Source: an optimization exercise on an open RTL-to-GDS flow (aim: small area). Production flows keep margins and buffers that such runs may drop. Only simulation tests tie the RTL to the original design; equivalence was not proved. Power figures rest on the tool's default switching activity, not on a simulated workload.

==> inputs of 01-23 <==
==> flow/design.v <==
module ALUControl(operation, ALUOp, ff);
	input [1:0] ALUOp;
	input [5:0] ff;
	output [2:0] operation;
	assign operation[0] = ALUOp[1] & (ff[0] | ff[3]);
	assign operation[1] = ~ALUOp[1] | ~ff[2];
	assign operation[2] = (ALUOp[1] & ff[1]) | ALUOp[0];
endmodule
module ALU32Bit(zero, carryOut, result, a, b, op);
	input [31:0] a, b;
	input [2:0] op;
	output [31:0] result;
	output zero, carryOut;
	wire sub = op[2];
	wire [31:0] bx = b ^ {32{sub}};
	wire [31:0] g = a & bx;
	wire [31:0] p = a ^ bx;
	wire G0_0 = g[0] | (p[0] & sub);
	wire G1_1 = g[1] | (p[1] & G0_0);
	wire G1_3 = g[3] | (p[3] & g[2]);
	wire P1_3 = p[3] & p[2];
	wire G1_5 = g[5] | (p[5] & g[4]);
	wire P1_5 = p[5] & p[4];
	wire G1_7 = g[7] | (p[7] & g[6]);
	wire P1_7 = p[7] & p[6];
	wire G1_9 = g[9] | (p[9] & g[8]);
	wire P1_9 = p[9] & p[8];
	wire G1_11 = g[11] | (p[11] & g[10]);
	wire P1_11 = p[11] & p[10];
	wire G1_13 = g[13] | (p[13] & g[12]);
	wire P1_13 = p[13] & p[12];
	wire G1_15 = g[15] | (p[15] & g[14]);
	wire P1_15 = p[15] & p[14];
	wire G1_17 = g[17] | (p[17] & g[16]);
	wire P1_17 = p[17] & p[16];
	wire G1_19 = g[19] | (p[19] & g[18]);
	wire P1_19 = p[19] & p[18];
	wire G1_21 = g[21] | (p[21] & g[20]);
	wire P1_21 = p[21] & p[20];
	wire G1_23 = g[23] | (p[23] & g[22]);
	wire P1_23 = p[23] & p[22];
	wire G1_25 = g[25] | (p[25] & g[24]);
	wire P1_25 = p[25] & p[24];
	wire G1_27 = g[27] | (p[27] & g[26]);
	wire P1_27 = p[27] & p[26];
	wire G1_29 = g[29] | (p[29] & g[28]);
	wire P1_29 = p[29] & p[28];
	wire G1_31 = g[31] | (p[31] & g[30]);
	wire P1_31 = p[31] & p[30];
	wire G2_3 = G1_3 | (P1_3 & G1_1);
	wire G2_7 = G1_7 | (P1_7 & G1_5);
	wire P2_7 = P1_7 & P1_5;
	wire G2_11 = G1_11 | (P1_11 & G1_9);
	wire P2_11 = P1_11 & P1_9;
	wire G2_15 = G1_15 | (P1_15 & G1_13);
	wire P2_15 = P1_15 & P1_13;
	wire G2_19 = G1_19 | (P1_19 & G1_17);
	wire P2_19 = P1_19 & P1_17;
	wire G2_23 = G1_23 | (P1_23 & G1_21);
	wire P2_23 = P1_23 & P1_21;
	wire G2_27 = G1_27 | (P1_27 & G1_25);
	wire P2_27 = P1_27 & P1_25;
	wire G2_31 = G1_31 | (P1_31 & G1_29);
	wire P2_31 = P1_31 & P1_29;
	wire G3_7 = G2_7 | (P2_7 & G2_3);
	wire G3_15 = G2_15 | (P2_15 & G2_11);
	wire P3_15 = P2_15 & P2_11;
	wire G3_23 = G2_23 | (P2_23 & G2_19);
	wire P3_23 = P2_23 & P2_19;
	wire G3_31 = G2_31 | (P2_31 & G2_27);
	wire P3_31 = P2_31 & P2_27;
	wire G4_15 = G3_15 | (P3_15 & G3_7);
	wire G4_31 = G3_31 | (P3_31 & G3_23);
	wire P4_31 = P3_31 & P3_23;
	wire G5_31 = G4_31 | (P4_31 & G4_15);
	wire G6_23 = G3_23 | (P3_23 & G4_15);
	wire G7_11 = G2_11 | (P2_11 & G3_7);
	wire G7_19 = G2_19 | (P2_19 & G4_15);
	wire G7_27 = G2_27 | (P2_27 & G6_23);
	wire G8_5 = G1_5 | (P1_5 & G2_3);
	wire G8_9 = G1_9 | (P1_9 & G3_7);
	wire G8_13 = G1_13 | (P1_13 & G7_11);
	wire G8_17 = G1_17 | (P1_17 & G4_15);
	wire G8_21 = G1_21 | (P1_21 & G7_19);
	wire G8_25 = G1_25 | (P1_25 & G6_23);
	wire G8_29 = G1_29 | (P1_29 & G7_27);
	wire G9_2 = g[2] | (p[2] & G1_1);
	wire G9_4 = g[4] | (p[4] & G2_3);
	wire G9_6 = g[6] | (p[6] & G8_5);
	wire G9_8 = g[8] | (p[8] & G3_7);
	wire G9_10 = g[10] | (p[10] & G8_9);
	wire G9_12 = g[12] | (p[12] & G7_11);
	wire G9_14 = g[14] | (p[14] & G8_13);
	wire G9_16 = g[16] | (p[16] & G4_15);
	wire G9_18 = g[18] | (p[18] & G8_17);
	wire G9_20 = g[20] | (p[20] & G7_19);
	wire G9_22 = g[22] | (p[22] & G8_21);
	wire G9_24 = g[24] | (p[24] & G6_23);
	wire G9_26 = g[26] | (p[26] & G8_25);
	wire G9_28 = g[28] | (p[28] & G7_27);
	wire G9_30 = g[30] | (p[30] & G8_29);
	wire [32:0] c;
	assign c[0] = sub;
	assign c[1] = G0_0;
	assign c[2] = G1_1;
	assign c[3] = G9_2;
	assign c[4] = G2_3;
	assign c[5] = G9_4;
	assign c[6] = G8_5;
	assign c[7] = G9_6;
	assign c[8] = G3_7;
	assign c[9] = G9_8;
	assign c[10] = G8_9;
	assign c[11] = G9_10;
	assign c[12] = G7_11;
	assign c[13] = G9_12;
	assign c[14] = G8_13;
	assign c[15] = G9_14;
	assign c[16] = G4_15;
	assign c[17] = G9_16;
	assign c[18] = G8_17;
	assign c[19] = G9_18;
	assign c[20] = G7_19;
	assign c[21] = G9_20;
	assign c[22] = G8_21;
	assign c[23] = G9_22;
	assign c[24] = G6_23;
	assign c[25] = G9_24;
	assign c[26] = G8_25;
	assign c[27] = G9_26;
	assign c[28] = G7_27;
	assign c[29] = G9_28;
	assign c[30] = G8_29;
	assign c[31] = G9_30;
	assign c[32] = G5_31;
	wire [31:0] s = p ^ c[31:0];
	wire cout = c[32];
	wire logic_op = ~op[1] & ~op[2];
	wire arith = op[1] & ~op[0];
	wire slt = op[2] & op[1] & op[0];
	wire ep = arith | (logic_op & op[0]);
	assign result = (({32{ep}} & p) ^ (({32{arith}} & c[31:0]) | ({32{logic_op}} & g)))
		| {31'b0, slt & ~cout};
	assign carryOut = arith & (cout ^ sub);
	assign zero = ~|result;
endmodule
module ALUUnit(clock, ALUOp, funct, a, b, result, zero, carryOut);
	input clock;
	input [1:0] ALUOp;
	input [5:0] funct;
	input [31:0] a, b;
	output reg [31:0] result;
	output zero;
	output reg carryOut;
	wire [2:0] operation;
	wire [31:0] aluResult;
	wire aluZero, aluCarry;
	reg [31:0] resultQ;
	reg carryQ;
	ALUControl ctl(operation, ALUOp, funct);
	ALU32Bit alu(aluZero, aluCarry, aluResult, a, b, operation);
	always @(posedge clock)
	begin
		resultQ <= aluResult;
		if (operation == 3'd2 || operation == 3'd6)
			carryQ <= aluCarry;
		result <= resultQ;
		carryOut <= carryQ;
	end
	assign zero = ~|result;
endmodule
==> flow/flow/run.sh <==
#!/bin/bash
# Standard ORFS layout with three changes: synthesis maps the logic with
# an area-oriented ABC script (flow/synth.abc) in place of ORFS's speed
# script (the registers come out as in the standard synthesis), the port
# buffers use the smallest buffer, and CTS builds its tree from clkbuf_4
# without dummy loads.
set -euo pipefail
export BUFFER_PORTS_ARGS="-buffer_cell sky130_fd_sc_hd__buf_1"
export CTS_ARGS="-repair_clock_nets -dont_use_dummy_load -buf_list sky130_fd_sc_hd__clkbuf_8 -sink_clustering_enable -sink_clustering_size 30 -sink_clustering_max_diameter 400 -sink_clustering_levels 2"
export MY_ABC_SCRIPT=$PWD/flow/synth.abc
# synth_recipe.tcl with ORFS's ABC script swapped for flow/synth.abc
{
  head -n 1 synth_recipe.tcl
  cat flow/abc_override.tcl
  tail -n +2 synth_recipe.tcl
} > my_synth.tcl
sed -e "s#$PWD/synth_recipe.tcl#$PWD/my_synth.tcl#g" standard.sh > my_standard.sh
grep -q my_synth.tcl my_standard.sh
bash my_standard.sh finish > standard_flow.log 2>&1
==> flow/flow/abc_override.tcl <==
proc abc {args} {
  set i [lsearch -exact $args -script]
  if { $i >= 0 } { lset args [expr {$i + 1}] $::env(MY_ABC_SCRIPT) }
  yosys abc {*}$args
}
==> flow/flow/synth.abc <==
&get -n
&st
&dch
&nf -R 1000 -p -E 100
&put
==> flow/standard.sh <==
#!/bin/bash
# synth_recipe.tcl (not shown) runs the flow's synth.tcl, then flattens the netlist and writes it again
# the make line also repeats each setting of config.mk as NAME=value (left out here)
make -C /OpenROAD-flow-scripts/flow DESIGN_CONFIG=/design/flow/config.mk WORK_HOME=/design/flow/orfs CLKGATE_MAP_FILE= SYNTH_SCRIPT=/design/flow/synth_recipe.tcl "${@:-finish}"
==> flow/config.mk <==
export PLATFORM = sky130hd
export DESIGN_NAME = ALUUnit
export DESIGN_NICKNAME = ALUUnit
export VERILOG_FILES = /design/flow/design.v
export SDC_FILE = /design/flow/constraint.sdc
export NUM_CORES = 4
export LEC_CHECK = 0
export CAP_MARGIN = 20
export CORE_MARGIN = 2
export CORE_UTILIZATION = 40
export SLEW_MARGIN = 20
==> flow/constraint.sdc <==
create_clock -name core_clock -period 5.0 [get_ports {clock}]
set_input_delay 1.0000 -clock core_clock [delete_from_list [all_inputs] [get_ports {clock}]]
set_output_delay 1.0000 -clock core_clock [all_outputs]
set_load 0.01 [all_outputs]
==> 09-20: changes against 01-23 <==
--- a/flow/design.v
+++ b/flow/design.v
@@ -138,8 +138,8 @@
 	wire logic_op = ~op[1] & ~op[2];
 	wire arith = op[1] & ~op[0];
 	wire slt = op[2] & op[1] & op[0];
-	wire ep = arith | (logic_op & op[0]);
-	assign result = (({32{ep}} & p) ^ (({32{arith}} & c[31:0]) | ({32{logic_op}} & g)))
+	assign result = ({32{logic_op}} & (g | ({32{op[0]}} & p)))
+		| ({32{arith}} & s)
 		| {31'b0, slt & ~cout};
 	assign carryOut = arith & (cout ^ sub);
 	assign zero = ~|result;
--- a/flow/flow/run.sh
+++ b/flow/flow/run.sh
@@ -6,7 +6,7 @@
 # without dummy loads.
 set -euo pipefail
 export BUFFER_PORTS_ARGS="-buffer_cell sky130_fd_sc_hd__buf_1"
-export CTS_ARGS="-repair_clock_nets -dont_use_dummy_load -buf_list sky130_fd_sc_hd__clkbuf_8 -sink_clustering_enable -sink_clustering_size 30 -sink_clustering_max_diameter 400 -sink_clustering_levels 2"
+export CTS_ARGS="-sink_clustering_enable -repair_clock_nets -dont_use_dummy_load -buf_list sky130_fd_sc_hd__clkbuf_4"
 export MY_ABC_SCRIPT=$PWD/flow/synth.abc
 # synth_recipe.tcl with ORFS's ABC script swapped for flow/synth.abc
 {
==> flow/flow/synth.abc (replaced) <==
&get -n
&st
&dch
&nf -R 1000 -p
&put
==> impl_table.tex <==
\begin{tabular}{lr}
\hline
Metric & Value \\
\hline
\multicolumn{2}{l}{\textbf{Run status}} \\
Status & complete, no violations \\
\multicolumn{2}{l}{\textbf{Global route}} \\
Wire length of the first global-routing pass & 11.70 mm \\
\multicolumn{2}{l}{\textbf{Critical path}} \\
Cell with the biggest individual delay on the critical path & sky130\_fd\_sc\_hd\_\_a2111oi\_0 \\
CP Depth & 18 \\
Worst Path Arrival & 4920 ps \\
\multicolumn{2}{l}{\textbf{Layout}} \\
Commonest cells after routing, fill and taps aside & 104 x sky130\_fd\_sc\_hd\_\_buf\_1, 65 x sky130\_fd\_sc\_hd\_\_dfxtp\_1, 40 x sky130\_fd\_sc\_hd\_\_nand2\_1 \\
Proportion of cell area occupied by multi-input gates & 0.4722 \\
Filler Cells Inserted & 786 \\
\multicolumn{2}{l}{\textbf{STA}} \\
Minimum period implied by the final worst setup slack & 4674 ps \\
\hline
\end{tabular}
the above is filed under 01-23

==> impl_table.tex <==
\begin{tabular}{lr}
\hline
Metric & Value \\
\hline
\multicolumn{2}{l}{\textbf{Power and ir drop}} \\
Clk pwr share & 0.163 \\
\multicolumn{2}{l}{\textbf{Run status}} \\
Status & complete, no violations \\
\multicolumn{2}{l}{\textbf{STA}} \\
Minimum period implied by the final worst setup slack & 4485 ps \\
\multicolumn{2}{l}{\textbf{Layout}} \\
Layout overhead on the synthesized area & 19.02\% \\
Commonest cells after routing, fill and taps aside & 104 x sky130\_fd\_sc\_hd\_\_buf\_1, 65 x sky130\_fd\_sc\_hd\_\_dfxtp\_1, 46 x sky130\_fd\_sc\_hd\_\_a21oi\_1 \\
Filler Cells Inserted & 842 \\
\multicolumn{2}{l}{\textbf{Critical path}} \\
Worst Path Arrival & 4730 ps \\
CP Depth & 16 \\
Cell with the biggest individual delay on the critical path & sky130\_fd\_sc\_hd\_\_o31ai\_1 \\
\multicolumn{2}{l}{\textbf{Global route}} \\
Wire length of the first global-routing pass & 11.96 mm \\
\hline
\end{tabular}
the above is filed under 09-20

[static timing again, ports no longer ideal]
How much do the figures lean on ideal ports? The routed layouts below were timed once more, with nothing changed but the port constraints.
Step 1 (the two cells are an assumption about what drives the block):
set clk [get_ports {clock}]
set_driving_cell -lib_cell sky130_fd_sc_hd__clkbuf_16 $clk
set_driving_cell -lib_cell sky130_fd_sc_hd__buf_2 [delete_from_list [all_inputs] $clk]
Step 2 times the ports against the registers' clock, not the clock port: input delays grow and output delays shrink by t, the midpoint of the rising clock arrivals with the driver on.
Slacks: ideal / step 1 / step 2; pairs: ideal / step 1.
run	t, ns	slack for setup (ns)	worst setup path at the end	clock arrival spread, ns	worst slew at a driven data input, ns
01-23	0.350	0.326 / 0.334 / -0.016	input to register	0.018 / 0.018	0.04
09-20	0.398	0.515 / 0.521 / 0.123	input to register	0.017 / 0.017	0.04
With both steps, setup timing fails in 01-23, where it was met with ideal ports. For 09-20, which loses most, drivers alone change the setup slack by +0.006 ns; drivers and shift together by -0.392 ns.
